Background: an optimization exercise with open tools, aiming at small area and a short achievable clock period. Do not read the settings as production practice. In this exercise RTL edits were held to simulation tests only and were not proved equivalent to the original. The clock port is modelled as an ideal driver; clocking choices that lean on that would not hold on a real chip. No activity file was given, so power comes from the tool's default toggle rates.

## flow/config.mk

```make
export PLATFORM = sky130hd
export DESIGN_NAME = booth_mul_top
export DESIGN_NICKNAME = booth_mul_top
export VERILOG_FILES = /design/flow/design.v
export SDC_FILE = /design/flow/constraint.sdc
export NUM_CORES = 4
export LEC_CHECK = 0
export ABC_AREA = 1
export CAP_MARGIN = 20
export CORE_MARGIN = 2
export CORE_UTILIZATION = 50
export SLEW_MARGIN = 80
export SYNTH_HIERARCHICAL = 1
export SYNTH_MINIMUM_KEEP_SIZE = 0
```

## flow/constraint.sdc

```tcl
create_clock -name core_clock -period 12.2 [get_ports {clk}]
set_input_delay 2.4400 -clock core_clock [delete_from_list [all_inputs] [get_ports {clk}]]
set_output_delay 2.4400 -clock core_clock [all_outputs]
set_load 0.01 [all_outputs]
```

## flow/design.v

```verilog
module booth_mul_top(clk, A, B, m, ov);
	input clk;
	input [15:0] A, B;
	output reg [30:0] m;
	output reg ov;
	reg [15:0] a_q, b_q;
	wire [30:0] m_w;
	wire ov_w;
	BoothMUL mul(.A(a_q), .B(b_q), .m(m_w), .ov(ov_w));
	always @(posedge clk) begin
		a_q <= A;
		b_q <= B;
		m <= m_w;
		ov <= ov_w;
	end
endmodule

module FA(a, b, c, cout, sum);
	input a, b, c;
	output cout, sum;
	assign {cout, sum} = a + b + c;
endmodule
module HA(a, b, cout, sum);
	input a, b;
	output cout, sum;
	assign {cout, sum} = a + b;
endmodule
module BoothMUL(A, B, m, ov);
	input [15:0] A, B;
	output [30:0] m;
	output ov;
	wire s1;
	wire c2;
	wire s3;
	wire c4;
	wire s5;
	wire c6;
	wire s7;
	wire c8;
	wire s9;
	wire c10;
	wire s11;
	wire c12;
	wire s13;
	wire c14;
	wire s15;
	wire c16;
	wire s17;
	wire c18;
	wire s19;
	wire c20;
	wire s21;
	wire c22;
	wire s23;
	wire c24;
	wire s25;
	wire c26;
	wire s27;
	wire c28;
	wire s29;
	wire c30;
	wire s31;
	wire c32;
	wire s33;
	wire c34;
	wire s35;
	wire c36;
	wire s37;
	wire c38;
	wire s39;
	wire c40;
	wire s41;
	wire c42;
	wire s43;
	wire c44;
	wire s45;
	wire c46;
	wire s47;
	wire c48;
	wire s49;
	wire c50;
	wire s51;
	wire c52;
	wire s53;
	wire c54;
	wire s55;
	wire c56;
	wire s57;
	wire c58;
	wire s59;
	wire c60;
	wire s61;
	wire c62;
	wire s63;
	wire c64;
	wire s65;
	wire c66;
	wire s67;
	wire c68;
	wire s69;
	wire c70;
	wire s71;
	wire c72;
	wire s73;
	wire c74;
	wire s75;
	wire c76;
	wire s77;
	wire c78;
	wire s79;
	wire c80;
	wire s81;
	wire c82;
	wire s83;
	wire c84;
	wire s85;
	wire c86;
	wire s87;
	wire c88;
	wire s89;
	wire c90;
	wire s91;
	wire c92;
	wire s93;
	wire c94;
	wire s95;
	wire c96;
	wire s97;
	wire c98;
	wire s99;
	wire c100;
	wire s101;
	wire c102;
	wire s103;
	wire c104;
	wire s105;
	wire c106;
	wire s107;
	wire c108;
	wire s109;
	wire c110;
	wire s111;
	wire c112;
	wire s113;
	wire c114;
	wire s115;
	wire c116;
	wire s117;
	wire c118;
	wire s119;
	wire c120;
	wire s121;
	wire c122;
	wire s123;
	wire c124;
	wire s125;
	wire c126;
	wire s127;
	wire c128;
	wire s129;
	wire c130;
	wire s131;
	wire c132;
	wire s133;
	wire c134;
	wire s135;
	wire c136;
	wire s137;
	wire c138;
	wire s139;
	wire c140;
	wire s141;
	wire c142;
	wire s143;
	wire c144;
	wire s145;
	wire c146;
	wire s147;
	wire c148;
	wire s149;
	wire c150;
	wire s151;
	wire c152;
	wire s153;
	wire c154;
	wire s155;
	wire c156;
	wire s157;
	wire c158;
	wire s159;
	wire c160;
	wire s161;
	wire c162;
	wire s163;
	wire c164;
	wire s165;
	wire c166;
	wire s167;
	wire c168;
	wire s169;
	wire c170;
	wire s171;
	wire c172;
	wire s173;
	wire c174;
	wire s175;
	wire c176;
	wire s177;
	wire c178;
	wire s179;
	wire c180;
	wire s181;
	wire c182;
	wire s183;
	wire c184;
	wire s185;
	wire c186;
	wire s187;
	wire c188;
	wire s189;
	wire c190;
	wire s191;
	wire c192;
	wire s193;
	wire c194;
	wire s195;
	wire c196;
	wire s197;
	wire c198;
	wire s199;
	wire c200;
	wire s201;
	wire c202;
	wire s203;
	wire c204;
	wire s205;
	wire c206;
	wire s207;
	wire c208;
	wire s209;
	wire c210;
	wire s211;
	wire c212;
	wire s213;
	wire c214;
	wire s215;
	wire c216;
	wire s217;
	wire c218;
	wire s219;
	wire c220;
	wire s221;
	wire c222;
	wire s223;
	wire c224;
	wire neg0 = B[1];
	wire one0 = B[0] ^ 1'b0;
	wire two0 = (B[1] & ~B[0] & ~1'b0) | (~B[1] & B[0] & 1'b0);
	wire pp0_0 = ((one0 & A[0]) | (two0 & 1'b0)) ^ neg0;
	wire pp0_1 = ((one0 & A[1]) | (two0 & A[0])) ^ neg0;
	wire pp0_2 = ((one0 & A[2]) | (two0 & A[1])) ^ neg0;
	wire pp0_3 = ((one0 & A[3]) | (two0 & A[2])) ^ neg0;
	wire pp0_4 = ((one0 & A[4]) | (two0 & A[3])) ^ neg0;
	wire pp0_5 = ((one0 & A[5]) | (two0 & A[4])) ^ neg0;
	wire pp0_6 = ((one0 & A[6]) | (two0 & A[5])) ^ neg0;
	wire pp0_7 = ((one0 & A[7]) | (two0 & A[6])) ^ neg0;
	wire pp0_8 = ((one0 & A[8]) | (two0 & A[7])) ^ neg0;
	wire pp0_9 = ((one0 & A[9]) | (two0 & A[8])) ^ neg0;
	wire pp0_10 = ((one0 & A[10]) | (two0 & A[9])) ^ neg0;
	wire pp0_11 = ((one0 & A[11]) | (two0 & A[10])) ^ neg0;
	wire pp0_12 = ((one0 & A[12]) | (two0 & A[11])) ^ neg0;
	wire pp0_13 = ((one0 & A[13]) | (two0 & A[12])) ^ neg0;
	wire pp0_14 = ((one0 & A[14]) | (two0 & A[13])) ^ neg0;
	wire pp0_15 = ((one0 & A[15]) | (two0 & A[14])) ^ neg0;
	wire pp0_16 = ~(((one0 & A[15]) | (two0 & A[15])) ^ neg0);
	wire neg1 = B[3];
	wire one1 = B[2] ^ B[1];
	wire two1 = (B[3] & ~B[2] & ~B[1]) | (~B[3] & B[2] & B[1]);
	wire pp1_0 = ((one1 & A[0]) | (two1 & 1'b0)) ^ neg1;
	wire pp1_1 = ((one1 & A[1]) | (two1 & A[0])) ^ neg1;
	wire pp1_2 = ((one1 & A[2]) | (two1 & A[1])) ^ neg1;
	wire pp1_3 = ((one1 & A[3]) | (two1 & A[2])) ^ neg1;
	wire pp1_4 = ((one1 & A[4]) | (two1 & A[3])) ^ neg1;
	wire pp1_5 = ((one1 & A[5]) | (two1 & A[4])) ^ neg1;
	wire pp1_6 = ((one1 & A[6]) | (two1 & A[5])) ^ neg1;
	wire pp1_7 = ((one1 & A[7]) | (two1 & A[6])) ^ neg1;
	wire pp1_8 = ((one1 & A[8]) | (two1 & A[7])) ^ neg1;
	wire pp1_9 = ((one1 & A[9]) | (two1 & A[8])) ^ neg1;
	wire pp1_10 = ((one1 & A[10]) | (two1 & A[9])) ^ neg1;
	wire pp1_11 = ((one1 & A[11]) | (two1 & A[10])) ^ neg1;
	wire pp1_12 = ((one1 & A[12]) | (two1 & A[11])) ^ neg1;
	wire pp1_13 = ((one1 & A[13]) | (two1 & A[12])) ^ neg1;
	wire pp1_14 = ((one1 & A[14]) | (two1 & A[13])) ^ neg1;
	wire pp1_15 = ((one1 & A[15]) | (two1 & A[14])) ^ neg1;
	wire pp1_16 = ~(((one1 & A[15]) | (two1 & A[15])) ^ neg1);
	wire neg2 = B[5];
	wire one2 = B[4] ^ B[3];
	wire two2 = (B[5] & ~B[4] & ~B[3]) | (~B[5] & B[4] & B[3]);
	wire pp2_0 = ((one2 & A[0]) | (two2 & 1'b0)) ^ neg2;
	wire pp2_1 = ((one2 & A[1]) | (two2 & A[0])) ^ neg2;
	wire pp2_2 = ((one2 & A[2]) | (two2 & A[1])) ^ neg2;
	wire pp2_3 = ((one2 & A[3]) | (two2 & A[2])) ^ neg2;
	wire pp2_4 = ((one2 & A[4]) | (two2 & A[3])) ^ neg2;
	wire pp2_5 = ((one2 & A[5]) | (two2 & A[4])) ^ neg2;
	wire pp2_6 = ((one2 & A[6]) | (two2 & A[5])) ^ neg2;
	wire pp2_7 = ((one2 & A[7]) | (two2 & A[6])) ^ neg2;
	wire pp2_8 = ((one2 & A[8]) | (two2 & A[7])) ^ neg2;
	wire pp2_9 = ((one2 & A[9]) | (two2 & A[8])) ^ neg2;
	wire pp2_10 = ((one2 & A[10]) | (two2 & A[9])) ^ neg2;
	wire pp2_11 = ((one2 & A[11]) | (two2 & A[10])) ^ neg2;
	wire pp2_12 = ((one2 & A[12]) | (two2 & A[11])) ^ neg2;
	wire pp2_13 = ((one2 & A[13]) | (two2 & A[12])) ^ neg2;
	wire pp2_14 = ((one2 & A[14]) | (two2 & A[13])) ^ neg2;
	wire pp2_15 = ((one2 & A[15]) | (two2 & A[14])) ^ neg2;
	wire pp2_16 = ~(((one2 & A[15]) | (two2 & A[15])) ^ neg2);
	wire neg3 = B[7];
	wire one3 = B[6] ^ B[5];
	wire two3 = (B[7] & ~B[6] & ~B[5]) | (~B[7] & B[6] & B[5]);
	wire pp3_0 = ((one3 & A[0]) | (two3 & 1'b0)) ^ neg3;
	wire pp3_1 = ((one3 & A[1]) | (two3 & A[0])) ^ neg3;
	wire pp3_2 = ((one3 & A[2]) | (two3 & A[1])) ^ neg3;
	wire pp3_3 = ((one3 & A[3]) | (two3 & A[2])) ^ neg3;
	wire pp3_4 = ((one3 & A[4]) | (two3 & A[3])) ^ neg3;
	wire pp3_5 = ((one3 & A[5]) | (two3 & A[4])) ^ neg3;
	wire pp3_6 = ((one3 & A[6]) | (two3 & A[5])) ^ neg3;
	wire pp3_7 = ((one3 & A[7]) | (two3 & A[6])) ^ neg3;
	wire pp3_8 = ((one3 & A[8]) | (two3 & A[7])) ^ neg3;
	wire pp3_9 = ((one3 & A[9]) | (two3 & A[8])) ^ neg3;
	wire pp3_10 = ((one3 & A[10]) | (two3 & A[9])) ^ neg3;
	wire pp3_11 = ((one3 & A[11]) | (two3 & A[10])) ^ neg3;
	wire pp3_12 = ((one3 & A[12]) | (two3 & A[11])) ^ neg3;
	wire pp3_13 = ((one3 & A[13]) | (two3 & A[12])) ^ neg3;
	wire pp3_14 = ((one3 & A[14]) | (two3 & A[13])) ^ neg3;
	wire pp3_15 = ((one3 & A[15]) | (two3 & A[14])) ^ neg3;
	wire pp3_16 = ~(((one3 & A[15]) | (two3 & A[15])) ^ neg3);
	wire neg4 = B[9];
	wire one4 = B[8] ^ B[7];
	wire two4 = (B[9] & ~B[8] & ~B[7]) | (~B[9] & B[8] & B[7]);
	wire pp4_0 = ((one4 & A[0]) | (two4 & 1'b0)) ^ neg4;
	wire pp4_1 = ((one4 & A[1]) | (two4 & A[0])) ^ neg4;
	wire pp4_2 = ((one4 & A[2]) | (two4 & A[1])) ^ neg4;
	wire pp4_3 = ((one4 & A[3]) | (two4 & A[2])) ^ neg4;
	wire pp4_4 = ((one4 & A[4]) | (two4 & A[3])) ^ neg4;
	wire pp4_5 = ((one4 & A[5]) | (two4 & A[4])) ^ neg4;
	wire pp4_6 = ((one4 & A[6]) | (two4 & A[5])) ^ neg4;
	wire pp4_7 = ((one4 & A[7]) | (two4 & A[6])) ^ neg4;
	wire pp4_8 = ((one4 & A[8]) | (two4 & A[7])) ^ neg4;
	wire pp4_9 = ((one4 & A[9]) | (two4 & A[8])) ^ neg4;
	wire pp4_10 = ((one4 & A[10]) | (two4 & A[9])) ^ neg4;
	wire pp4_11 = ((one4 & A[11]) | (two4 & A[10])) ^ neg4;
	wire pp4_12 = ((one4 & A[12]) | (two4 & A[11])) ^ neg4;
	wire pp4_13 = ((one4 & A[13]) | (two4 & A[12])) ^ neg4;
	wire pp4_14 = ((one4 & A[14]) | (two4 & A[13])) ^ neg4;
	wire pp4_15 = ((one4 & A[15]) | (two4 & A[14])) ^ neg4;
	wire pp4_16 = ~(((one4 & A[15]) | (two4 & A[15])) ^ neg4);
	wire neg5 = B[11];
	wire one5 = B[10] ^ B[9];
	wire two5 = (B[11] & ~B[10] & ~B[9]) | (~B[11] & B[10] & B[9]);
	wire pp5_0 = ((one5 & A[0]) | (two5 & 1'b0)) ^ neg5;
	wire pp5_1 = ((one5 & A[1]) | (two5 & A[0])) ^ neg5;
	wire pp5_2 = ((one5 & A[2]) | (two5 & A[1])) ^ neg5;
	wire pp5_3 = ((one5 & A[3]) | (two5 & A[2])) ^ neg5;
	wire pp5_4 = ((one5 & A[4]) | (two5 & A[3])) ^ neg5;
	wire pp5_5 = ((one5 & A[5]) | (two5 & A[4])) ^ neg5;
	wire pp5_6 = ((one5 & A[6]) | (two5 & A[5])) ^ neg5;
	wire pp5_7 = ((one5 & A[7]) | (two5 & A[6])) ^ neg5;
	wire pp5_8 = ((one5 & A[8]) | (two5 & A[7])) ^ neg5;
	wire pp5_9 = ((one5 & A[9]) | (two5 & A[8])) ^ neg5;
	wire pp5_10 = ((one5 & A[10]) | (two5 & A[9])) ^ neg5;
	wire pp5_11 = ((one5 & A[11]) | (two5 & A[10])) ^ neg5;
	wire pp5_12 = ((one5 & A[12]) | (two5 & A[11])) ^ neg5;
	wire pp5_13 = ((one5 & A[13]) | (two5 & A[12])) ^ neg5;
	wire pp5_14 = ((one5 & A[14]) | (two5 & A[13])) ^ neg5;
	wire pp5_15 = ((one5 & A[15]) | (two5 & A[14])) ^ neg5;
	wire pp5_16 = ~(((one5 & A[15]) | (two5 & A[15])) ^ neg5);
	wire neg6 = B[13];
	wire one6 = B[12] ^ B[11];
	wire two6 = (B[13] & ~B[12] & ~B[11]) | (~B[13] & B[12] & B[11]);
	wire pp6_0 = ((one6 & A[0]) | (two6 & 1'b0)) ^ neg6;
	wire pp6_1 = ((one6 & A[1]) | (two6 & A[0])) ^ neg6;
	wire pp6_2 = ((one6 & A[2]) | (two6 & A[1])) ^ neg6;
	wire pp6_3 = ((one6 & A[3]) | (two6 & A[2])) ^ neg6;
	wire pp6_4 = ((one6 & A[4]) | (two6 & A[3])) ^ neg6;
	wire pp6_5 = ((one6 & A[5]) | (two6 & A[4])) ^ neg6;
	wire pp6_6 = ((one6 & A[6]) | (two6 & A[5])) ^ neg6;
	wire pp6_7 = ((one6 & A[7]) | (two6 & A[6])) ^ neg6;
	wire pp6_8 = ((one6 & A[8]) | (two6 & A[7])) ^ neg6;
	wire pp6_9 = ((one6 & A[9]) | (two6 & A[8])) ^ neg6;
	wire pp6_10 = ((one6 & A[10]) | (two6 & A[9])) ^ neg6;
	wire pp6_11 = ((one6 & A[11]) | (two6 & A[10])) ^ neg6;
	wire pp6_12 = ((one6 & A[12]) | (two6 & A[11])) ^ neg6;
	wire pp6_13 = ((one6 & A[13]) | (two6 & A[12])) ^ neg6;
	wire pp6_14 = ((one6 & A[14]) | (two6 & A[13])) ^ neg6;
	wire pp6_15 = ((one6 & A[15]) | (two6 & A[14])) ^ neg6;
	wire pp6_16 = ~(((one6 & A[15]) | (two6 & A[15])) ^ neg6);
	wire neg7 = B[15];
	wire one7 = B[14] ^ B[13];
	wire two7 = (B[15] & ~B[14] & ~B[13]) | (~B[15] & B[14] & B[13]);
	wire pp7_0 = ((one7 & A[0]) | (two7 & 1'b0)) ^ neg7;
	wire pp7_1 = ((one7 & A[1]) | (two7 & A[0])) ^ neg7;
	wire pp7_2 = ((one7 & A[2]) | (two7 & A[1])) ^ neg7;
	wire pp7_3 = ((one7 & A[3]) | (two7 & A[2])) ^ neg7;
	wire pp7_4 = ((one7 & A[4]) | (two7 & A[3])) ^ neg7;
	wire pp7_5 = ((one7 & A[5]) | (two7 & A[4])) ^ neg7;
	wire pp7_6 = ((one7 & A[6]) | (two7 & A[5])) ^ neg7;
	wire pp7_7 = ((one7 & A[7]) | (two7 & A[6])) ^ neg7;
	wire pp7_8 = ((one7 & A[8]) | (two7 & A[7])) ^ neg7;
	wire pp7_9 = ((one7 & A[9]) | (two7 & A[8])) ^ neg7;
	wire pp7_10 = ((one7 & A[10]) | (two7 & A[9])) ^ neg7;
	wire pp7_11 = ((one7 & A[11]) | (two7 & A[10])) ^ neg7;
	wire pp7_12 = ((one7 & A[12]) | (two7 & A[11])) ^ neg7;
	wire pp7_13 = ((one7 & A[13]) | (two7 & A[12])) ^ neg7;
	wire pp7_14 = ((one7 & A[14]) | (two7 & A[13])) ^ neg7;
	wire pp7_15 = ((one7 & A[15]) | (two7 & A[14])) ^ neg7;
	wire pp7_16 = ~(((one7 & A[15]) | (two7 & A[15])) ^ neg7);
	HA ha2(.a(neg5), .b(pp0_10), .cout(c2), .sum(s1));
	HA ha4(.a(pp0_11), .b(pp1_9), .cout(c4), .sum(s3));
	FA fa6(.a(neg6), .b(pp0_12), .c(pp1_10), .cout(c6), .sum(s5));
	HA ha8(.a(pp2_8), .b(pp3_6), .cout(c8), .sum(s7));
	FA fa10(.a(pp0_13), .b(pp1_11), .c(pp2_9), .cout(c10), .sum(s9));
	HA ha12(.a(pp3_7), .b(pp4_5), .cout(c12), .sum(s11));
	FA fa14(.a(neg7), .b(pp0_14), .c(pp1_12), .cout(c14), .sum(s13));
	FA fa16(.a(pp2_10), .b(pp3_8), .c(pp4_6), .cout(c16), .sum(s15));
	HA ha18(.a(pp5_4), .b(pp6_2), .cout(c18), .sum(s17));
	FA fa20(.a(pp0_15), .b(pp1_13), .c(pp2_11), .cout(c20), .sum(s19));
	FA fa22(.a(pp3_9), .b(pp4_7), .c(pp5_5), .cout(c22), .sum(s21));
	HA ha24(.a(pp6_3), .b(pp7_1), .cout(c24), .sum(s23));
	assign s25 = ~(pp0_16 ^ pp1_14);
	assign c26 = pp0_16 | pp1_14;
	FA fa28(.a(pp2_12), .b(pp3_10), .c(pp4_8), .cout(c28), .sum(s27));
	FA fa30(.a(pp5_6), .b(pp6_4), .c(pp7_2), .cout(c30), .sum(s29));
	assign s31 = ~(pp1_15 ^ pp2_13);
	assign c32 = pp1_15 | pp2_13;
	FA fa34(.a(pp3_11), .b(pp4_9), .c(pp5_7), .cout(c34), .sum(s33));
	HA ha36(.a(pp6_5), .b(pp7_3), .cout(c36), .sum(s35));
	FA fa38(.a(pp1_16), .b(pp2_14), .c(pp3_12), .cout(c38), .sum(s37));
	FA fa40(.a(pp4_10), .b(pp5_8), .c(pp6_6), .cout(c40), .sum(s39));
	assign s41 = ~(pp2_15 ^ pp3_13);
	assign c42 = pp2_15 | pp3_13;
	HA ha44(.a(pp4_11), .b(pp5_9), .cout(c44), .sum(s43));
	FA fa46(.a(pp2_16), .b(pp3_14), .c(pp4_12), .cout(c46), .sum(s45));
	assign s47 = ~pp3_15;
	assign c48 = pp3_15;
	HA ha50(.a(neg3), .b(pp0_6), .cout(c50), .sum(s49));
	HA ha52(.a(pp0_7), .b(pp1_5), .cout(c52), .sum(s51));
	FA fa54(.a(neg4), .b(pp0_8), .c(pp1_6), .cout(c54), .sum(s53));
	HA ha56(.a(pp2_4), .b(pp3_2), .cout(c56), .sum(s55));
	FA fa58(.a(pp0_9), .b(pp1_7), .c(pp2_5), .cout(c58), .sum(s57));
	HA ha60(.a(pp3_3), .b(pp4_1), .cout(c60), .sum(s59));
	FA fa62(.a(pp1_8), .b(pp2_6), .c(pp3_4), .cout(c62), .sum(s61));
	FA fa64(.a(pp4_2), .b(pp5_0), .c(s1), .cout(c64), .sum(s63));
	FA fa66(.a(pp2_7), .b(pp3_5), .c(pp4_3), .cout(c66), .sum(s65));
	FA fa68(.a(pp5_1), .b(c2), .c(s3), .cout(c68), .sum(s67));
	FA fa70(.a(pp4_4), .b(pp5_2), .c(pp6_0), .cout(c70), .sum(s69));
	FA fa72(.a(c4), .b(s7), .c(s5), .cout(c72), .sum(s71));
	FA fa74(.a(pp5_3), .b(pp6_1), .c(c8), .cout(c74), .sum(s73));
	FA fa76(.a(s11), .b(c6), .c(s9), .cout(c76), .sum(s75));
	FA fa78(.a(pp7_0), .b(c12), .c(s17), .cout(c78), .sum(s77));
	FA fa80(.a(c10), .b(s13), .c(s15), .cout(c80), .sum(s79));
	FA fa82(.a(c18), .b(s23), .c(c14), .cout(c82), .sum(s81));
	FA fa84(.a(c16), .b(s19), .c(s21), .cout(c84), .sum(s83));
	FA fa86(.a(c24), .b(c20), .c(c22), .cout(c86), .sum(s85));
	FA fa88(.a(s25), .b(s27), .c(s29), .cout(c88), .sum(s87));
	FA fa90(.a(s35), .b(c26), .c(c28), .cout(c90), .sum(s89));
	FA fa92(.a(c30), .b(s31), .c(s33), .cout(c92), .sum(s91));
	FA fa94(.a(pp7_4), .b(c36), .c(c32), .cout(c94), .sum(s93));
	FA fa96(.a(c34), .b(s37), .c(s39), .cout(c96), .sum(s95));
	FA fa98(.a(pp6_7), .b(pp7_5), .c(s43), .cout(c98), .sum(s97));
	FA fa100(.a(c38), .b(c40), .c(s41), .cout(c100), .sum(s99));
	FA fa102(.a(pp5_10), .b(pp6_8), .c(pp7_6), .cout(c102), .sum(s101));
	FA fa104(.a(c44), .b(c42), .c(s45), .cout(c104), .sum(s103));
	FA fa106(.a(pp4_13), .b(pp5_11), .c(pp6_9), .cout(c106), .sum(s105));
	FA fa108(.a(pp7_7), .b(s47), .c(c46), .cout(c108), .sum(s107));
	FA fa110(.a(pp3_16), .b(pp4_14), .c(pp5_12), .cout(c110), .sum(s109));
	FA fa112(.a(pp6_10), .b(pp7_8), .c(c48), .cout(c112), .sum(s111));
	assign s113 = ~(pp4_15 ^ pp5_13);
	assign c114 = pp4_15 | pp5_13;
	HA ha116(.a(pp6_11), .b(pp7_9), .cout(c116), .sum(s115));
	FA fa118(.a(pp4_16), .b(pp5_14), .c(pp6_12), .cout(c118), .sum(s117));
	assign s119 = ~pp5_15;
	assign c120 = pp5_15;
	HA ha122(.a(neg2), .b(pp0_4), .cout(c122), .sum(s121));
	HA ha124(.a(pp0_5), .b(pp1_3), .cout(c124), .sum(s123));
	FA fa126(.a(pp1_4), .b(pp2_2), .c(pp3_0), .cout(c126), .sum(s125));
	FA fa128(.a(pp2_3), .b(pp3_1), .c(c50), .cout(c128), .sum(s127));
	FA fa130(.a(pp4_0), .b(c52), .c(s55), .cout(c130), .sum(s129));
	FA fa132(.a(c56), .b(s59), .c(c54), .cout(c132), .sum(s131));
	FA fa134(.a(c60), .b(c58), .c(s61), .cout(c134), .sum(s133));
	FA fa136(.a(c62), .b(s65), .c(c64), .cout(c136), .sum(s135));
	FA fa138(.a(c66), .b(s69), .c(c68), .cout(c138), .sum(s137));
	FA fa140(.a(c70), .b(s73), .c(c72), .cout(c140), .sum(s139));
	FA fa142(.a(c74), .b(s77), .c(c76), .cout(c142), .sum(s141));
	FA fa144(.a(c78), .b(c80), .c(s81), .cout(c144), .sum(s143));
	FA fa146(.a(c82), .b(c84), .c(s85), .cout(c146), .sum(s145));
	FA fa148(.a(c86), .b(c88), .c(s89), .cout(c148), .sum(s147));
	FA fa150(.a(c90), .b(c92), .c(s93), .cout(c150), .sum(s149));
	FA fa152(.a(s97), .b(c94), .c(c96), .cout(c152), .sum(s151));
	FA fa154(.a(s101), .b(c98), .c(c100), .cout(c154), .sum(s153));
	FA fa156(.a(c102), .b(s105), .c(c104), .cout(c156), .sum(s155));
	FA fa158(.a(c106), .b(s109), .c(s111), .cout(c158), .sum(s157));
	FA fa160(.a(s115), .b(c110), .c(s113), .cout(c160), .sum(s159));
	FA fa162(.a(pp7_10), .b(c116), .c(c114), .cout(c162), .sum(s161));
	FA fa164(.a(pp6_13), .b(pp7_11), .c(s119), .cout(c164), .sum(s163));
	FA fa166(.a(pp5_16), .b(pp6_14), .c(pp7_12), .cout(c166), .sum(s165));
	assign s167 = ~pp6_15;
	assign c168 = pp6_15;
	HA ha170(.a(neg1), .b(pp0_2), .cout(c170), .sum(s169));
	HA ha172(.a(pp0_3), .b(pp1_1), .cout(c172), .sum(s171));
	FA fa174(.a(pp1_2), .b(pp2_0), .c(s121), .cout(c174), .sum(s173));
	FA fa176(.a(pp2_1), .b(c122), .c(s123), .cout(c176), .sum(s175));
	FA fa178(.a(c124), .b(s49), .c(s125), .cout(c178), .sum(s177));
	FA fa180(.a(s51), .b(c126), .c(s127), .cout(c180), .sum(s179));
	FA fa182(.a(s53), .b(c128), .c(s129), .cout(c182), .sum(s181));
	FA fa184(.a(s57), .b(c130), .c(s131), .cout(c184), .sum(s183));
	FA fa186(.a(s63), .b(c132), .c(s133), .cout(c186), .sum(s185));
	FA fa188(.a(s67), .b(c134), .c(s135), .cout(c188), .sum(s187));
	FA fa190(.a(s71), .b(c136), .c(s137), .cout(c190), .sum(s189));
	FA fa192(.a(s75), .b(c138), .c(s139), .cout(c192), .sum(s191));
	FA fa194(.a(s79), .b(c140), .c(s141), .cout(c194), .sum(s193));
	FA fa196(.a(s83), .b(c142), .c(s143), .cout(c196), .sum(s195));
	FA fa198(.a(s87), .b(c144), .c(s145), .cout(c198), .sum(s197));
	FA fa200(.a(s91), .b(c146), .c(s147), .cout(c200), .sum(s199));
	FA fa202(.a(s95), .b(c148), .c(s149), .cout(c202), .sum(s201));
	FA fa204(.a(s99), .b(c150), .c(s151), .cout(c204), .sum(s203));
	FA fa206(.a(s103), .b(c152), .c(s153), .cout(c206), .sum(s205));
	FA fa208(.a(s107), .b(c154), .c(s155), .cout(c208), .sum(s207));
	FA fa210(.a(c108), .b(s157), .c(c156), .cout(c210), .sum(s209));
	FA fa212(.a(c112), .b(s159), .c(c158), .cout(c212), .sum(s211));
	FA fa214(.a(s117), .b(c160), .c(s161), .cout(c214), .sum(s213));
	FA fa216(.a(c118), .b(s163), .c(c162), .cout(c216), .sum(s215));
	FA fa218(.a(c120), .b(s165), .c(c164), .cout(c218), .sum(s217));
	FA fa220(.a(pp7_13), .b(s167), .c(c166), .cout(c220), .sum(s219));
	FA fa222(.a(pp6_16), .b(pp7_14), .c(c168), .cout(c222), .sum(s221));
	assign s223 = ~pp7_15;
	assign c224 = pp7_15;
	wire [31:0] X = {1'b1, pp7_16, s223, s221, s219, s217, c214, s213, s211, s209, c206, c204, c202, c200, c198, c196, c194, c192, c190, c188, c186, c184, c182, c180, c178, c176, c174, c172, c170, pp1_0, pp0_1, neg0};
	wire [31:0] Y = {1'b0, c224, c222, c220, c218, c216, s215, c212, c210, c208, s207, s205, s203, s201, s199, s197, s195, s193, s191, s189, s187, s185, s183, s181, s179, s177, s175, s173, s171, s169, 1'b0, pp0_0};
	wire [31:0] P;
	wire [31:0] g, p;
	HA pg0(.a(X[0]), .b(Y[0]), .cout(g[0]), .sum(p[0]));
	assign g[1] = 1'b0;
	assign p[1] = pp0_1;
	HA pg2(.a(X[2]), .b(Y[2]), .cout(g[2]), .sum(p[2]));
	HA pg3(.a(X[3]), .b(Y[3]), .cout(g[3]), .sum(p[3]));
	HA pg4(.a(X[4]), .b(Y[4]), .cout(g[4]), .sum(p[4]));
	HA pg5(.a(X[5]), .b(Y[5]), .cout(g[5]), .sum(p[5]));
	HA pg6(.a(X[6]), .b(Y[6]), .cout(g[6]), .sum(p[6]));
	HA pg7(.a(X[7]), .b(Y[7]), .cout(g[7]), .sum(p[7]));
	HA pg8(.a(X[8]), .b(Y[8]), .cout(g[8]), .sum(p[8]));
	HA pg9(.a(X[9]), .b(Y[9]), .cout(g[9]), .sum(p[9]));
	HA pg10(.a(X[10]), .b(Y[10]), .cout(g[10]), .sum(p[10]));
	HA pg11(.a(X[11]), .b(Y[11]), .cout(g[11]), .sum(p[11]));
	HA pg12(.a(X[12]), .b(Y[12]), .cout(g[12]), .sum(p[12]));
	HA pg13(.a(X[13]), .b(Y[13]), .cout(g[13]), .sum(p[13]));
	HA pg14(.a(X[14]), .b(Y[14]), .cout(g[14]), .sum(p[14]));
	HA pg15(.a(X[15]), .b(Y[15]), .cout(g[15]), .sum(p[15]));
	HA pg16(.a(X[16]), .b(Y[16]), .cout(g[16]), .sum(p[16]));
	HA pg17(.a(X[17]), .b(Y[17]), .cout(g[17]), .sum(p[17]));
	HA pg18(.a(X[18]), .b(Y[18]), .cout(g[18]), .sum(p[18]));
	HA pg19(.a(X[19]), .b(Y[19]), .cout(g[19]), .sum(p[19]));
	HA pg20(.a(X[20]), .b(Y[20]), .cout(g[20]), .sum(p[20]));
	HA pg21(.a(X[21]), .b(Y[21]), .cout(g[21]), .sum(p[21]));
	HA pg22(.a(X[22]), .b(Y[22]), .cout(g[22]), .sum(p[22]));
	HA pg23(.a(X[23]), .b(Y[23]), .cout(g[23]), .sum(p[23]));
	HA pg24(.a(X[24]), .b(Y[24]), .cout(g[24]), .sum(p[24]));
	HA pg25(.a(X[25]), .b(Y[25]), .cout(g[25]), .sum(p[25]));
	HA pg26(.a(X[26]), .b(Y[26]), .cout(g[26]), .sum(p[26]));
	HA pg27(.a(X[27]), .b(Y[27]), .cout(g[27]), .sum(p[27]));
	HA pg28(.a(X[28]), .b(Y[28]), .cout(g[28]), .sum(p[28]));
	HA pg29(.a(X[29]), .b(Y[29]), .cout(g[29]), .sum(p[29]));
	HA pg30(.a(X[30]), .b(Y[30]), .cout(g[30]), .sum(p[30]));
	assign g[31] = 1'b0;
	assign p[31] = ~1'b0;
	assign G225 = g[1] | (p[1] & g[0]);
	assign Pq226 = p[1] & p[0];
	assign G227 = g[3] | (p[3] & g[2]);
	assign Pq228 = p[3] & p[2];
	assign G229 = g[5] | (p[5] & g[4]);
	assign Pq230 = p[5] & p[4];
	assign G231 = g[7] | (p[7] & g[6]);
	assign Pq232 = p[7] & p[6];
	assign G233 = g[9] | (p[9] & g[8]);
	assign Pq234 = p[9] & p[8];
	assign G235 = g[11] | (p[11] & g[10]);
	assign Pq236 = p[11] & p[10];
	assign G237 = g[13] | (p[13] & g[12]);
	assign Pq238 = p[13] & p[12];
	assign G239 = g[15] | (p[15] & g[14]);
	assign Pq240 = p[15] & p[14];
	assign G241 = g[17] | (p[17] & g[16]);
	assign Pq242 = p[17] & p[16];
	assign G243 = g[19] | (p[19] & g[18]);
	assign Pq244 = p[19] & p[18];
	assign G245 = g[21] | (p[21] & g[20]);
	assign Pq246 = p[21] & p[20];
	assign G247 = g[23] | (p[23] & g[22]);
	assign Pq248 = p[23] & p[22];
	assign G249 = g[25] | (p[25] & g[24]);
	assign Pq250 = p[25] & p[24];
	assign G251 = g[27] | (p[27] & g[26]);
	assign Pq252 = p[27] & p[26];
	assign G253 = g[29] | (p[29] & g[28]);
	assign Pq254 = p[29] & p[28];
	assign G255 = g[31] | (p[31] & g[30]);
	assign Pq256 = p[31] & p[30];
	assign G257 = g[2] | (p[2] & G225);
	assign Pq258 = p[2] & Pq226;
	assign G259 = G227 | (Pq228 & G225);
	assign Pq260 = Pq228 & Pq226;
	assign G261 = g[6] | (p[6] & G229);
	assign Pq262 = p[6] & Pq230;
	assign G263 = G231 | (Pq232 & G229);
	assign Pq264 = Pq232 & Pq230;
	assign G265 = g[10] | (p[10] & G233);
	assign Pq266 = p[10] & Pq234;
	assign G267 = G235 | (Pq236 & G233);
	assign Pq268 = Pq236 & Pq234;
	assign G269 = g[14] | (p[14] & G237);
	assign Pq270 = p[14] & Pq238;
	assign G271 = G239 | (Pq240 & G237);
	assign Pq272 = Pq240 & Pq238;
	assign G273 = g[18] | (p[18] & G241);
	assign Pq274 = p[18] & Pq242;
	assign G275 = G243 | (Pq244 & G241);
	assign Pq276 = Pq244 & Pq242;
	assign G277 = g[22] | (p[22] & G245);
	assign Pq278 = p[22] & Pq246;
	assign G279 = G247 | (Pq248 & G245);
	assign Pq280 = Pq248 & Pq246;
	assign G281 = g[26] | (p[26] & G249);
	assign Pq282 = p[26] & Pq250;
	assign G283 = G251 | (Pq252 & G249);
	assign Pq284 = Pq252 & Pq250;
	assign G285 = g[30] | (p[30] & G253);
	assign Pq286 = p[30] & Pq254;
	assign G287 = G255 | (Pq256 & G253);
	assign Pq288 = Pq256 & Pq254;
	assign G289 = g[4] | (p[4] & G259);
	assign Pq290 = p[4] & Pq260;
	assign G291 = G229 | (Pq230 & G259);
	assign Pq292 = Pq230 & Pq260;
	assign G293 = G261 | (Pq262 & G259);
	assign Pq294 = Pq262 & Pq260;
	assign G295 = G263 | (Pq264 & G259);
	assign Pq296 = Pq264 & Pq260;
	assign G297 = g[12] | (p[12] & G267);
	assign Pq298 = p[12] & Pq268;
	assign G299 = G237 | (Pq238 & G267);
	assign Pq300 = Pq238 & Pq268;
	assign G301 = G269 | (Pq270 & G267);
	assign Pq302 = Pq270 & Pq268;
	assign G303 = G271 | (Pq272 & G267);
	assign Pq304 = Pq272 & Pq268;
	assign G305 = g[20] | (p[20] & G275);
	assign Pq306 = p[20] & Pq276;
	assign G307 = G245 | (Pq246 & G275);
	assign Pq308 = Pq246 & Pq276;
	assign G309 = G277 | (Pq278 & G275);
	assign Pq310 = Pq278 & Pq276;
	assign G311 = G279 | (Pq280 & G275);
	assign Pq312 = Pq280 & Pq276;
	assign G313 = g[28] | (p[28] & G283);
	assign Pq314 = p[28] & Pq284;
	assign G315 = G253 | (Pq254 & G283);
	assign Pq316 = Pq254 & Pq284;
	assign G317 = G285 | (Pq286 & G283);
	assign Pq318 = Pq286 & Pq284;
	assign G319 = G287 | (Pq288 & G283);
	assign Pq320 = Pq288 & Pq284;
	assign G321 = g[8] | (p[8] & G295);
	assign Pq322 = p[8] & Pq296;
	assign G323 = G233 | (Pq234 & G295);
	assign Pq324 = Pq234 & Pq296;
	assign G325 = G265 | (Pq266 & G295);
	assign Pq326 = Pq266 & Pq296;
	assign G327 = G267 | (Pq268 & G295);
	assign Pq328 = Pq268 & Pq296;
	assign G329 = G297 | (Pq298 & G295);
	assign Pq330 = Pq298 & Pq296;
	assign G331 = G299 | (Pq300 & G295);
	assign Pq332 = Pq300 & Pq296;
	assign G333 = G301 | (Pq302 & G295);
	assign Pq334 = Pq302 & Pq296;
	assign G335 = G303 | (Pq304 & G295);
	assign Pq336 = Pq304 & Pq296;
	assign G337 = g[24] | (p[24] & G311);
	assign Pq338 = p[24] & Pq312;
	assign G339 = G249 | (Pq250 & G311);
	assign Pq340 = Pq250 & Pq312;
	assign G341 = G281 | (Pq282 & G311);
	assign Pq342 = Pq282 & Pq312;
	assign G343 = G283 | (Pq284 & G311);
	assign Pq344 = Pq284 & Pq312;
	assign G345 = G313 | (Pq314 & G311);
	assign Pq346 = Pq314 & Pq312;
	assign G347 = G315 | (Pq316 & G311);
	assign Pq348 = Pq316 & Pq312;
	assign G349 = G317 | (Pq318 & G311);
	assign Pq350 = Pq318 & Pq312;
	assign G351 = G319 | (Pq320 & G311);
	assign Pq352 = Pq320 & Pq312;
	assign G353 = g[16] | (p[16] & G335);
	assign Pq354 = p[16] & Pq336;
	assign G355 = G241 | (Pq242 & G335);
	assign Pq356 = Pq242 & Pq336;
	assign G357 = G273 | (Pq274 & G335);
	assign Pq358 = Pq274 & Pq336;
	assign G359 = G275 | (Pq276 & G335);
	assign Pq360 = Pq276 & Pq336;
	assign G361 = G305 | (Pq306 & G335);
	assign Pq362 = Pq306 & Pq336;
	assign G363 = G307 | (Pq308 & G335);
	assign Pq364 = Pq308 & Pq336;
	assign G365 = G309 | (Pq310 & G335);
	assign Pq366 = Pq310 & Pq336;
	assign G367 = G311 | (Pq312 & G335);
	assign Pq368 = Pq312 & Pq336;
	assign G369 = G337 | (Pq338 & G335);
	assign Pq370 = Pq338 & Pq336;
	assign G371 = G339 | (Pq340 & G335);
	assign Pq372 = Pq340 & Pq336;
	assign G373 = G341 | (Pq342 & G335);
	assign Pq374 = Pq342 & Pq336;
	assign G375 = G343 | (Pq344 & G335);
	assign Pq376 = Pq344 & Pq336;
	assign G377 = G345 | (Pq346 & G335);
	assign Pq378 = Pq346 & Pq336;
	assign G379 = G347 | (Pq348 & G335);
	assign Pq380 = Pq348 & Pq336;
	assign G381 = G349 | (Pq350 & G335);
	assign Pq382 = Pq350 & Pq336;
	assign G383 = G351 | (Pq352 & G335);
	assign Pq384 = Pq352 & Pq336;
	assign P[0] = p[0];
	assign P[1] = p[1] ^ g[0];
	assign P[2] = p[2] ^ G225;
	assign P[3] = p[3] ^ G257;
	assign P[4] = p[4] ^ G259;
	assign P[5] = p[5] ^ G289;
	assign P[6] = p[6] ^ G291;
	assign P[7] = p[7] ^ G293;
	assign P[8] = p[8] ^ G295;
	assign P[9] = p[9] ^ G321;
	assign P[10] = p[10] ^ G323;
	assign P[11] = p[11] ^ G325;
	assign P[12] = p[12] ^ G327;
	assign P[13] = p[13] ^ G329;
	assign P[14] = p[14] ^ G331;
	assign P[15] = p[15] ^ G333;
	assign P[16] = p[16] ^ G335;
	assign P[17] = p[17] ^ G353;
	assign P[18] = p[18] ^ G355;
	assign P[19] = p[19] ^ G357;
	assign P[20] = p[20] ^ G359;
	assign P[21] = p[21] ^ G361;
	assign P[22] = p[22] ^ G363;
	assign P[23] = p[23] ^ G365;
	assign P[24] = p[24] ^ G367;
	assign P[25] = p[25] ^ G369;
	assign P[26] = p[26] ^ G371;
	assign P[27] = p[27] ^ G373;
	assign P[28] = p[28] ^ G375;
	assign P[29] = p[29] ^ G377;
	assign P[30] = p[30] ^ G379;
	assign P[31] = p[31] ^ G381;
	assign m = P[30:0];
	assign ov = ~P[31];
endmodule
```

## flow/flow/run.sh

```bash
#!/bin/bash
# The standard layout (standard.sh, unchanged synthesis) with two changes:
# - the port buffers use sky130_fd_sc_hd__buf_1 (every port still gets one);
# - after clock tree synthesis, flow/skew.tcl delays the clock of the output
#   registers m and ov by a short chain of clock delay cells (useful skew for
#   the register-to-register path through the multiplier).
export BUFFER_PORTS_ARGS="-buffer_cell sky130_fd_sc_hd__buf_1"
export POST_CTS_TCL="$PWD/flow/skew.tcl"
export SKEW_CELLS="$(cat flow/skew_cells.txt)"
bash standard.sh > standard.log 2>&1
```

## flow/flow/skew.tcl

```tcl
# POST_CTS_TCL hook: delay the clock of the output registers (m, ov) so that
# the long register-to-register path through the multiplier (a_q/b_q -> m)
# gets more time. The output ports, which m and ov drive, lose the same time
# (they have plenty). Every cell in the chain is a plain clock buffer or
# delay cell; the registers themselves are untouched.
set cells [split $::env(SKEW_CELLS) ","]
set block [ord::get_db_block]
set_propagated_clock [all_clocks]
set groups [dict create]
foreach inst [$block getInsts] {
  if {[regexp {^(m\[[0-9]+\]|ov)\$_DFF} [$inst getName]]} {
    set net [[$inst findITerm CLK] getNet]
    dict lappend groups [$net getName] "[$inst getName]/CLK"
  }
}
set k 0
dict for {netname pins} $groups {
  puts "skew: net $netname drives [llength $pins] output registers"
  set cur $netname
  foreach cell $cells {
    set bname "skew_buf_$k"
    set nname "skew_net_$k"
    incr k
    insert_buffer -buffer_cell $cell -net $cur -load_pins [get_pins $pins] -buffer_name $bname -net_name $nname
    set cur $nname
  }
}
detailed_placement
check_placement -verbose
estimate_parasitics -placement
report_clock_skew
report_checks -path_delay max -digits 3
report_checks -path_delay min -digits 3
```

## flow/flow/skew_cells.txt

```
sky130_fd_sc_hd__clkdlybuf4s50_1,sky130_fd_sc_hd__clkdlybuf4s25_1,sky130_fd_sc_hd__clkbuf_2
```

## flow/standard.sh

```bash
#!/bin/bash
# synth_recipe.tcl (not shown) runs the flow's synth.tcl, then flattens the netlist and writes it again
# the make line also repeats each setting of config.mk as NAME=value (left out here)
make -C /OpenROAD-flow-scripts/flow DESIGN_CONFIG=/design/flow/config.mk WORK_HOME=/design/flow/orfs CLKGATE_MAP_FILE= SYNTH_SCRIPT=/design/flow/synth_recipe.tcl "${@:-finish}"
```

==> results of run 1 <==
## registers in the layout, indices dropped and copies added, names as in the netlist
name and flops:
ov 1, b_q 16, a_q 16, m 31
## worst reg2reg max path, stage by stage, from the launching register on
cell	delay (ns)
dfxtp_1	0.32
buf_6	0.24
nand2_1	0.22
nand2_1	0.16
nand2_4	0.19
o22ai_1	0.21
xor2_1	0.22
fa_1	0.50
fa_1	0.44
fa_1	0.53
fa_1	0.41
ha_1	0.32
nand2_1	0.10
nand2_1	0.08
nand2_1	0.09
nand2_1	0.13
nand2_1	0.10
nand2_1	0.16
a21oi_1	0.24
nand2_1	0.07
nand2_1	0.07
nand2_1	0.05
## logic make-up after synthesis
| logic type | count (synthesis) | synth area share [%] |
|---|---|---|
| simple gates | 231 | 12.9 |
| compound gates | 158 | 15.7 |
| fa+ha+maj | 143 | 31.4 |
| xor+xnor | 137 | 15.4 |
| buf+inv | 133 | 8.07 |
| flops | 64 | 16.5 |
## metal layers
layer / track usage [%] / up-vias / part of all wire [%]
li1: - / 2915 / -
met2: 39.1 / 221 / 48
met4: 10.6 / 0 / 3.8
met3: 4.24 / 43 / 5.1
met5: 0 / - / 0
met1: 29.6 / 3030 / 43
## power breakdown
part | internal, W | total, W | switching [W]
Clock | 0.000193 | 0.000301 | 0.000108
Combinational | 0.000894 | 0.00225 | 0.00136
Sequential | 0.000308 | 0.000326 | 0.0000175
## per-module statistics from Yosys, one instance, submodules excluded
| module | cell area, µm² | flops+latches | times used |
|---|---|---|---|
| FA | 20.0 | 0 | 87 |
| HA | 12.5 | 0 | 47 |
| BoothMUL | 4160 | 0 | 1 |
| booth_mul_top | 1280 | 64 | 1 |
## area by class of cell, clock buffers not listed
type,instances,share of cell area [%]
Timing Repair Buffer,72,3.86
Inverter,83,4.10
Clock inverter,7,1.20
Tap cell,188,2.75
Multi-Input combinational cell,669,70.1
Sequential cell,64,15.1
## Yosys cell counts
master    instances  area, µm²
a21oi_1          26        130
o22ai_1          77        482
o22ai_2          42        526
nor2_1           37        139
nor3_1            4       20.0
buf_6            11        124
dfxtp_1          64       1280
nand2_1         143        537
or2_0             1       6.26
buf_1             9       33.8
buf_4             6       45.0
o21ai_0           2       10.0
nand3_1          21        105
a21boi_0          2       15.0
xnor2_1           5       43.8
and2_1            1       6.26
or2_1             3       18.8
nand2_4           5       56.3
xor2_1          132       1160
clkbuf_1          6       22.5
or2_4             4       35.0
buf_2            18       90.1
fa_1             87       1740
inv_2             1       3.75
ha_1             56        701
a21o_1            2       15.0
nand2_2          12       75.1
inv_1            82        308
a31oi_1           7       43.8
## layout by cell type, fill, tap and decap left out, types with 2 or more instances in the layout
cell type / instances
nand2_1: 138
xor2_1: 127
fa_1: 87
o22ai_1: 77
inv_1: 66
buf_1: 64
dfxtp_1: 61
ha_1: 56
o22ai_2: 42
nor2_1: 37
a21oi_1: 26
nand3_1: 21
nand2_4: 15
inv_4: 15
clkbuf_16: 9
buf_6: 8
nand2_2: 6
a31oi_1: 5
xor2_2: 5
xnor2_1: 5
or2_4: 4
nor3_1: 4
or2_1: 3
dfxtp_4: 3
o21ai_0: 2
a31oi_2: 2
a21o_1: 2
bufinv_16: 2
clkinv_4: 2
inv_6: 2
## stage by stage
stage / instance area, µm² / util [%] / instances / hold slack, ns / setup WS (ns)
floorplan: 7770 / - / 866 / 0.568 / 7.79
detailed placement: 8140 / 53.5 / 1076 / 0.725 / 7.35
finish: 8550 / 56.3 / 1095 / 0.134 / 7.28
global placement: 7980 / 52.5 / 1074 / 0.676 / 6.74
global route: 8550 / 56.3 / 1095 / 0.153 / 6.96
## path summary, 6_finish.rpt
path / end / slack [ns] / cells past startpoint
hold / removal: ov / 0.13 / 4
hold reg to reg: ov / 0.13 / 4
setup / recovery: m[30] / 7.28 / 21
setup reg to reg: m[30] / 7.28 / 21
==> summary.md, run 1 <==
| Metric | Value |
|---|---|
| Pin count of the biggest net entering global routing | `22` |
| Hold Crit Class | `flip-flop to flip-flop` |
| Maximum clock frequency | `203 MHz` |
| Pwr Density | `approximately 340 nW/µm²` |
| First-pass GRT wire length | `30,500 µm` |
| CP most frequent cell | `nand2_1` |
| DRT iter0 DRCs | `409` |
| Worst setup EP type | `flip-flop` |
| Fin Setup TNS | `0 ns` |
| Final setup fails | `0` |
| Die width | `129 µm` |
| Die area | `16,600 µm²` |
| Seq. cell area | `1290 µm²` |
| Period utilization | `40.4%` |
| Final Skew | `0.833 ns` |
| Top delay family on crit path | `adder cells` |
| Total power | `0.00288 W` |
| Antenna violations before repair | `0` |
| Startpoint Class | `flip-flop` |
| Status | `no timing/DRC/antenna violations` |
| Max incr delay on CP | `0.53 ns` |
| DRT Wirelength | `about 18,000 µm` |
| Crit-path max FO | `20` |
| Initial Utilization | `51.1%` |
| Worst-Skew Late Latency | `1.17 ns` |
| Post-DP HPWL | `around 14,000 µm` |
| CTS tree | `done` |
| Fillers | `1,410` |
| Via count | `between 6,000 and 7,000` |
| Core area | `15,200 µm²` |
| Total iterations of the first detailed-routing run | `5` |
| WL per Instance | `16.7 µm` |
| Vias in the first global route | `6,287` |
| Headroom to the max-slew limit | `79.5%` |
| RSZ-0062 raised after global routing | `no` |
| Final hold vios | `0` |
| Clk pin slew, worst setup/hold paths | `approximately 0.06 ns` |
| Unique cell type count in the Yosys netlist | `29` |
| Slew Limit Fails | `0` |
| Total grt overflow | `0` |
| Die height | `129 µm` |
| Setup Crit Path Kind | `flip-flop to flip-flop` |
| Clk sinks | `64` |
| Gr usage total | `23.4%` |
| Buffers & Inverters on Critical Path | `1` |
| Synthesis-stage register bit count | `64` |
| CP startpoint | `b_q[5]` |
| Worst vdd ir | `246 µV` |
| DR vias/cell | `5.67` |
| Ys Warns | `167` |
| Max Cap Violations | `0` |
| Critical Path RT | `about 12 ns` |
| IO Count | `65` |
| Final #Nets | `1,078` |
| Seq/Total Area, Yosys | `16.5%` |
| I/O Buffers | `64` |
| Fin crit period | `4.92 ns` |
| Gpl congestion | `0.903` |
| Critical path's slowest cell | `fa_1` |
| Slew @ Worst Pin | `0.308 ns` |
| Cell row count | `between 40 and 50` |
| Synthesized area | `approximately 7800 µm²` |
| Remaining antenna violation count after routing | `0` |
| # DRC | `0` |
| R2r startpoint | `b_q[5]` |
| Worst Min Path Start | `a_q[15]` |
| Area delta synth->final | `10.1%` |
| Synth Instances | `866` |
| Multi-input gate area | `5990 µm²` |
| Synth Net Count | `1,042` |
| Critical path arrival | `5.17 ns` |
| Pleak | `3.92 nW` |
| N_diodes | `0` |
| Worst-path cell chain | `buf_6, nand2_1, nand2_1, nand2_4, o22ai_1, xor2_1, fa_1, fa_1, fa_1, fa_1, ha_1, nand2_1, nand2_1, nand2_1, nand2_1, nand2_1, nand2_1, a21oi_1, nand2_1, nand2_1, nand2_1` |
| Mean Syn Cell Area | `around 9 µm²` |
| Share of cells above drive strength 1 | `13.3%` |
==> run 2: changes to the inputs <==
==> flow/flow/skew_cells.txt (replaced) <==
sky130_fd_sc_hd__clkdlybuf4s50_1,sky130_fd_sc_hd__clkbuf_2
==> summary.md, run 2 <==
| Metric | Value |
|---|---|
| Final #Nets | `1,077 (-0.093%)` |
| Dpl ws | `7.35 ns (unchanged)` |
| Slew @ Worst Pin | `0.300 ns (-0.00790 ns)` |
| Largest reg by FF count | `m` |
| Hold Crit Class | `flip-flop to flip-flop` |
| Cell row count | `45 (unchanged)` |
| Pin count of the biggest net entering global routing | `22 (unchanged)` |
| WL per Instance | `16.7 µm (+0.21%)` |
| Most frequent cells in the layout | `138 x nand2_1, 127 x xor2_1, 87 x fa_1` |
| Clk sinks | `64 (unchanged)` |
| N_diodes | `0 (unchanged)` |
| Yosys top cell by area | `fa_1` |
| Worst-Skew Late Latency | `0.91 ns (-0.26 ns)` |
| Area delta synth->final | `9.95%` |
| Post-synthesis mux area share | `0% (unchanged)` |
| Total grt overflow | `0 (unchanged)` |
| XOR/XNOR share of the synthesized area | `15.4% (unchanged)` |
| Period utilization | `40.2% (-0.12 points)` |
| Setup Crit Path Kind | `flip-flop to flip-flop` |
| Synth Instances | `866 (unchanged)` |
| Synth Net Count | `1,042 (unchanged)` |
| Slew Limit Fails | `0 (unchanged)` |
| Count leader, synth | `nand2_1` |
| Fin Setup TNS | `0 ns (unchanged)` |
| Synthesized area | `7770 µm² (unchanged)` |
| Unique cell type count in the Yosys netlist | `29 (unchanged)` |
| Synthesis-stage register bit count | `64 (unchanged)` |
| Final setup fails | `0 (unchanged)` |
| Crit-path max FO | `20 (unchanged)` |
| # DRC | `0 (unchanged)` |
| Total power | `0.00287 W (-0.26%)` |
| DR vias/cell | `5.65 (-0.38%)` |
| Critical Path RT | `12.45 ns (about the same)` |
| Clk pin slew, worst setup/hold paths | `0.06 ns (about the same)` |
| Via count | `6,180 (-0.47%)` |
| Max FFs per register | `31 (unchanged)` |
| Pleak | `3.92 nW (about the same)` |
| Seq/Total Area, Yosys | `16.5% (unchanged)` |
| Post-synthesis adder-cell area fraction | `31.4% (unchanged)` |
| Share of cells above drive strength 1 | `13.4% (+0.015 points)` |
| Pwr Density | `336 nW/µm² (-0.14%)` |
| Mean Syn Cell Area | `8.97 µm² (unchanged)` |
| First-pass GRT wire length | `30,400 µm (-0.11%)` |
| Ys async rst share | `0% (unchanged)` |
| Gr usage total | `23.4% (-0.026 points)` |
| Largest cells by area after synthesis | `fa_1 22%, dfxtp_1 16%, xor2_1 15%` |
| Post-DP HPWL | `13,700 µm (unchanged)` |
| RSZ-0062 raised after global routing | `no` |
| Simple-gate portion of the synthesized area | `12.9% (unchanged)` |
| Startpoint Class | `flip-flop` |
| Die height | `129 µm (unchanged)` |
| CTS tree | `done` |
| Predominant post-synthesis flop cell | `dfxtp_1` |
| Core area | `15,200 µm² (unchanged)` |
| Worst Setup Slack, final | `7.29 ns (+0.0145 ns)` |
| Worst setup EP type | `flip-flop` |
| Status | `no timing/DRC/antenna violations` |
| Post-synth EDFFs | `0 (unchanged)` |
| Leading cell type in the layout, fill and taps excluded | `nand2_1` |
| Gpl congestion | `0.903 (unchanged)` |
| DRT iter0 DRCs | `452 (+11%)` |
| Die width | `129 µm (unchanged)` |
| I/O Buffers | `64 (unchanged)` |
| Regs by FF count | `m: 31 flops, a_q: 16 flops, b_q: 16 flops` |
| Maximum clock frequency | `204 MHz (+0.30%)` |
| Final hold vios | `0 (unchanged)` |
| Ys Warns | `167 (unchanged)` |
| Final Skew | `0.571 ns (-0.262 ns)` |
| Max Cap Violations | `0 (unchanged)` |
| Fin crit period | `4.91 ns (-0.0145 ns)` |
| Largest family of logic cells by synthesized area | `adder cells` |
| Headroom to the max-slew limit | `80.0% (+0.51 points)` |
| IO Count | `65 (unchanged)` |
| DRT Wirelength | `18,300 µm (+0.12%)` |
| Vias in the first global route | `6,276 (-0.17%)` |
| Critical path arrival | `5.16 ns (about the same)` |
| Top cell type's share of synthesized area | `22.4% (unchanged)` |
| Antenna violations before repair | `0 (unchanged)` |
| Initial Utilization | `51.1% (unchanged)` |
| Top post-synthesis cells by count | `143 x nand2_1, 132 x xor2_1, 87 x fa_1` |
| Total iterations of the first detailed-routing run | `5 (unchanged)` |
| Core Util, Final | `56.2% (-0.066 points)` |
| Remaining antenna violation count after routing | `0 (unchanged)` |
| Worst vdd ir | `244 µV (-0.46%)` |
| Die area | `16,600 µm² (unchanged)` |
| Compound-cell area share of the yosys netlist | `15.7% (unchanged)` |
## run 2: cell counts after synthesis
No cell type changed its count.
## run 2: layer usage
metal / global-route usage [%] / up-vias / part of all wire (%)
li1: - / 2916 / -
met1: 29.6 / 3003 / 43
met2: 39.1 / 219 / 48
met3: 4.20 / 42 / 5.3
met4: 10.5 / 0 / 3.8
met5: 0 / - / 0
## run 2: worst paths after layout
kind	startpoint	end	slack (ns)	depth (start not counted)
setup / recovery	b_q[5]	m[30]	7.29	21
hold / removal	a_q[15]	ov	0.40	4
setup reg to reg	b_q[5]	m[30]	7.29	21
hold reg to reg	a_q[15]	ov	0.40	4
## run 2: layout make-up, clock buffers not listed
class	instances	area (µm²)
clock inverters	7	103
inverters	83	350
well taps	188	235
flip-flops and latches	64	1290
fillers	1411	6660
multi-input cells	669	5990
repair buffers	72	330
## run 2: critical path, stage by stage, from the launching register on
cell     delay (ns)
dfxtp_1        0.32
buf_6          0.24
nand2_1        0.21
nand2_1        0.15
nand2_4        0.19
o22ai_1        0.20
xor2_1         0.22
fa_1           0.50
fa_1           0.43
fa_1           0.53
fa_1           0.41
ha_1           0.32
nand2_1        0.09
nand2_1        0.08
nand2_1        0.09
nand2_1        0.13
nand2_1        0.10
nand2_1        0.16
a21oi_1        0.23
nand2_1        0.07
nand2_1        0.07
nand2_1        0.05
## run 2: logic make-up after synthesis
family,count (synthesis)
buffers and inverters,133
xor gates and xnor gates,137
AOI/OAI and AO/OA,158
and+or+nand+nor,231
DFF,64
adders and majority gates,143
## run 2: modules after synthesis (local to each module, per instance)
| module | cell area, µm² | copies in the design | cells inside |
|---|---|---|---|
| BoothMUL | 4160 | 1 | 668 |
| booth_mul_top | 1280 | 1 | 64 |
| FA | 20.0 | 87 | 1 |
| HA | 12.5 | 47 | 1 |
## run 2: power by group
group          internal (W)  switching, W
Sequential         0.000308     0.0000175
Clock              0.000188      0.000107
Combinational      0.000893       0.00136
Total               0.00139       0.00148
## run 2: metrics by stage
stage	hold slack (ns)	area, µm²	cells
floorplan	0.568	7770	866
global placement	0.676	7980	1074
detailed placement	0.725	8140	1076
global route	0.440	8540	1094
finish	0.396	8540	1094
==> run 3: changes to the inputs <==
==> flow/flow/skew.tcl (replaced) <==
# POST_CTS_TCL hook: delay the clock of the output registers (m, ov) so that
# the long register-to-register path through the multiplier (a_q/b_q -> m)
# gets more time. The output ports, which m and ov drive, lose the same time
# (they have plenty). Every cell added is a clock buffer or delay cell on the
# clock net; the registers themselves are untouched.
set cells [split $::env(SKEW_CELLS) ","]
set_propagated_clock [all_clocks]
set groups [dict create]
foreach c [all_registers -cells] {
  set name [get_full_name $c]
  if {[regexp {^(m\[[0-9]+\]|ov)\$} $name]} {
    set pin [get_pins -of_objects $c -filter "direction==input"]
    foreach p $pin {
      if {[get_property $p lib_pin_name] eq "CLK"} {
        set net [get_full_name [get_nets -of_objects $p]]
        dict lappend groups $net [get_full_name $p]
      }
    }
  }
}
set k 0
dict for {netname pins} $groups {
  puts "skew: net $netname drives [llength $pins] output registers"
  set cur $netname
  foreach cell $cells {
    insert_buffer -buffer_cell $cell -net [get_nets $cur] -load_pins [get_pins $pins] -buffer_name "skew_buf_$k"
    incr k
    set cur [get_full_name [get_nets -of_objects [get_pins [lindex $pins 0]]]]
  }
}
detailed_placement
check_placement -verbose
estimate_parasitics -placement
report_clock_skew
report_checks -path_delay max -digits 3
report_checks -path_delay min -digits 3
==> flow/flow/skew_cells.txt (replaced) <==
sky130_fd_sc_hd__clkdlybuf4s50_1,sky130_fd_sc_hd__clkdlybuf4s50_1,sky130_fd_sc_hd__clkbuf_4
--- a/flow/config.mk
+++ b/flow/config.mk
@@ -10,4 +10,5 @@
 export CORE_MARGIN = 2
 export CORE_UTILIZATION = 50
+export HOLD_SLACK_MARGIN = 0.1
 export SLEW_MARGIN = 80
 export SYNTH_HIERARCHICAL = 1
==> summary.md, run 3 <==
| Metric | Value |
|---|---|
| Critical path arrival | `1.92 ns (-3.24 ns)` |
| Worst-path cell chain | `buf_1` |
| Simple-gate portion of the synthesized area | `12.9% (unchanged)` |
| Top delay family on crit path | `flip-flops` |
| Worst setup EP type | `output port` |
| Pleak | `4.07 nW (+3.9%)` |
| CTS tree | `done` |
| DR vias/cell | `5.63 (-0.38%)` |
| Yosys top cell by area | `fa_1` |
| Worst vdd ir | `243 µV (-0.38%)` |
| Setup Crit Path Kind | `flip-flop to output port` |
| Largest family of logic cells by synthesized area | `adder cells` |
| Pin count of the biggest net entering global routing | `22 (unchanged)` |
| Maximum clock frequency | `229 MHz (+13%)` |
| Synth Instances | `866 (unchanged)` |
| Fin crit period | `4.36 ns (-0.546 ns)` |
| Post-synthesis adder-cell area fraction | `31.4% (unchanged)` |
| Synth Net Count | `1,042 (unchanged)` |
| Max Cap Violations | `0 (unchanged)` |
| Pwr Density | `339 nW/µm² (+0.88%)` |
| Die area | `16,600 µm² (unchanged)` |
| Final #Nets | `1,114 (+3.4%)` |
| Core Util, Final | `58.5% (+2.3 points)` |
| Top post-synthesis cells by count | `143 x nand2_1, 132 x xor2_1, 87 x fa_1` |
| Predominant post-synthesis flop cell | `dfxtp_1` |
| Worst-Skew Late Latency | `1.44 ns (+0.53 ns)` |
| Critical path's slowest cell | `dfxtp_1` |
| Die height | `129 µm (unchanged)` |
| Slew Limit Fails | `0 (unchanged)` |
| DRT Wirelength | `18,800 µm (+2.8%)` |
| Antenna violations before repair | `0 (unchanged)` |
| Compound-cell area share of the yosys netlist | `15.7% (unchanged)` |
| R2r worst-path depth | `21 (unchanged)` |
| Synthesized area | `7770 µm² (unchanged)` |
| Initial Utilization | `51.1% (unchanged)` |
| Leading cell type in the layout, fill and taps excluded | `nand2_1` |
| Seq/Total Area, Yosys | `16.5% (unchanged)` |
| Hold path endpoint | `m[30]` |
| # DRC | `0 (unchanged)` |
| DRT iter0 DRCs | `448 (-0.88%)` |
| Headroom to the max-slew limit | `80.1% (+0.16 points)` |
| Startpoint Class | `flip-flop` |
| Largest cells by area after synthesis | `fa_1 22%, dfxtp_1 16%, xor2_1 15%` |
| Regs by FF count | `m: 31 flops, a_q: 16 flops, b_q: 16 flops` |
| Synthesis-stage register bit count | `64 (unchanged)` |
| Max FFs per register | `31 (unchanged)` |
| Total iterations of the first detailed-routing run | `5 (unchanged)` |
| Ys async rst share | `0% (unchanged)` |
| Crit-path max FO | `1 (-95%)` |
| IO Count | `65 (unchanged)` |
| XOR/XNOR share of the synthesized area | `15.4% (unchanged)` |
| Count leader, synth | `nand2_1` |
| Slew @ Worst Pin | `0.298 ns (-0.00232 ns)` |
| Gpl congestion | `0.903 (unchanged)` |
| WL per Instance | `16.6 µm (-0.59%)` |
| Max incr delay on CP | `0.33 ns (-0.20 ns)` |
| Clk sinks | `64 (unchanged)` |
| Clk pin slew, worst setup/hold paths | `0.10 ns (+0.04 ns)` |
| Hold Path Cell Cnt | `7 (+3)` |
| Period utilization | `35.8% (-4.5 points)` |
| Total power | `0.00302 W (+5.1%)` |
| Post-DP HPWL | `13,700 µm (unchanged)` |
| Most frequent cells in the layout | `138 x nand2_1, 127 x xor2_1, 87 x fa_1` |
| Core area | `15,200 µm² (unchanged)` |
| Via count | `6,365 (+3.0%)` |
| I/O Buffers | `64 (unchanged)` |
| Fin Setup TNS | `0 ns (unchanged)` |
| Vias in the first global route | `6,529 (+4.0%)` |
| Buffers & Inverters on Critical Path | `1 (unchanged)` |
| R2r startpoint | `b_q[1]` |
| Share of cells above drive strength 1 | `13.6% (+0.22 points)` |
| Die width | `129 µm (unchanged)` |
| Status | `no timing/DRC/antenna violations` |
| Capture point of the worst reg-to-reg path | `m[17]` |
| Total grt overflow | `0 (unchanged)` |
| Largest reg by FF count | `m` |
| Critical Path RT | `9.76 ns (-2.69 ns)` |
| First-pass GRT wire length | `31,100 µm (+2.2%)` |
| Remaining antenna violation count after routing | `0 (unchanged)` |
| Top cell type's share of synthesized area | `22.4% (unchanged)` |
| Final setup fails | `0 (unchanged)` |
| Unique cell type count in the Yosys netlist | `29 (unchanged)` |
| Worst Min Path Start | `a_q[14]` |
| Ys Warns | `167 (unchanged)` |
| Final hold vios | `0 (unchanged)` |
| R2R Setup Slk | `7.87 ns (+0.58 ns)` |
| Mean Syn Cell Area | `8.97 µm² (unchanged)` |
| RSZ-0062 raised after global routing | `no` |
| Post-synthesis mux area share | `0% (unchanged)` |
| Hold Crit Class | `flip-flop to flip-flop` |
| Cell row count | `45 (unchanged)` |
| N_diodes | `0 (unchanged)` |
| Area delta synth->final | `14.5%` |
| Gr usage total | `23.9% (+0.51 points)` |
| Final Skew | `1.11 ns (+0.540 ns)` |
| Post-synth EDFFs | `0 (unchanged)` |
==> run 3: cell counts after synthesis <==
Identical to the previous run, type by type.
==> run 3: area by class of cell, clock buffers not listed <==
type	count	area, µm²
Fill cell	1371	6300
Multi-Input combinational cell	669	5990
Sequential cell	64	1290
Timing Repair Buffer	87	480
Inverter	83	350
Tap cell	188	235
Clock inverter	7	103
==> run 3: how the worst max path moves through the flow <==
stage          startpoint    end  slack (ns)  cells past startpoint
2_1_floorplan      b_q[5]  m[17]        7.79                     22
3_3_place_gp       b_q[3]  m[17]        6.74                     18
3_5_place_dp       b_q[1]  m[17]        7.35                     20
5_1_grt            b_q[1]  m[17]        7.59                     21
6_report            m[29]  m[29]        7.84                      1
==> run 3: modules after synthesis (local to each module, per instance) <==
module	area, µm²	cells inside	times used	flip-flops and latches
booth_mul_top	1280	64	1	64
HA	12.5	1	47	0
FA	20.0	1	87	0
BoothMUL	4160	668	1	0
==> run 3: report_power, final <==
part	internal, W	total, W	switching [W]
clock	0.000297	0.000430	0.000132
combinational	0.000901	0.00226	0.00136
sequential	0.000308	0.000325	0.0000173
total	0.00151	0.00302	0.00151
==> run 3: layer usage <==
metal / part of all wire, % / up-vias / routed length [µm] / track usage, %
li1: - / 2985 / - / -
met1: 42 / 3116 / 7980 / 29.6
met2: 48 / 215 / 9110 / 39.7
met3: 5.0 / 49 / 949 / 4.70
met4: 4.1 / 0 / 772 / 12.0
met5: 0 / - / 0 / 0
==> run 3: per-stage QoR <==
| step | instances | setup slack (ns) | cell area (µm²) | hold slack [ns] |
|---|---|---|---|---|
| 6_report | 1131 | 7.84 | 8900 | 0.0658 |
| 5_1_grt | 1131 | 7.59 | 8900 | 0.147 |
| 3_3_place_gp | 1074 | 6.74 | 7980 | 0.676 |
| 3_5_place_dp | 1076 | 7.35 | 8140 | 0.725 |
| 2_1_floorplan | 866 | 7.79 | 7770 | 0.568 |
==> run 3: logic make-up after synthesis <==
logic type | Yosys count
simple gates | 231
compound gates | 158
fa+ha+maj | 143
xor+xnor | 137
buf+inv | 133
flops | 64

==> re-timing with driven ports <==
No port has a modelled driver above. Below, the same layouts with a new extraction and two added sets of constraints. Step 1 (the two cells are an assumption about what drives the block):
set clk [get_ports {clk}]
set_driving_cell -lib_cell sky130_fd_sc_hd__clkbuf_16 $clk
set_driving_cell -lib_cell sky130_fd_sc_hd__buf_2 [delete_from_list [all_inputs] $clk]
Step 2, shift: input delay + t, output delay - t, t = (earliest + latest rising clock arrival at the registers) / 2. This alone moves slack from input paths to output paths. Slacks: no drivers / after step 1 / after step 2; pairs: no drivers / after step 1.
| run | t (ns) | slack for setup (ns) | clock arrival spread, ns |
|---|---|---|---|
| run 1 | 0.795 | 7.277 / 7.277 / 7.277 | 0.833 / 0.833 |
| run 2 | 0.663 | 7.291 / 7.291 / 7.291 | 0.571 / 0.571 |
| run 3 | 0.929 | 7.837 / 7.798 / 7.869 | 1.111 / 1.110 |
Clock arrivals are far apart in every run listed, so t is only a midpoint there and step 2 fits no single register.
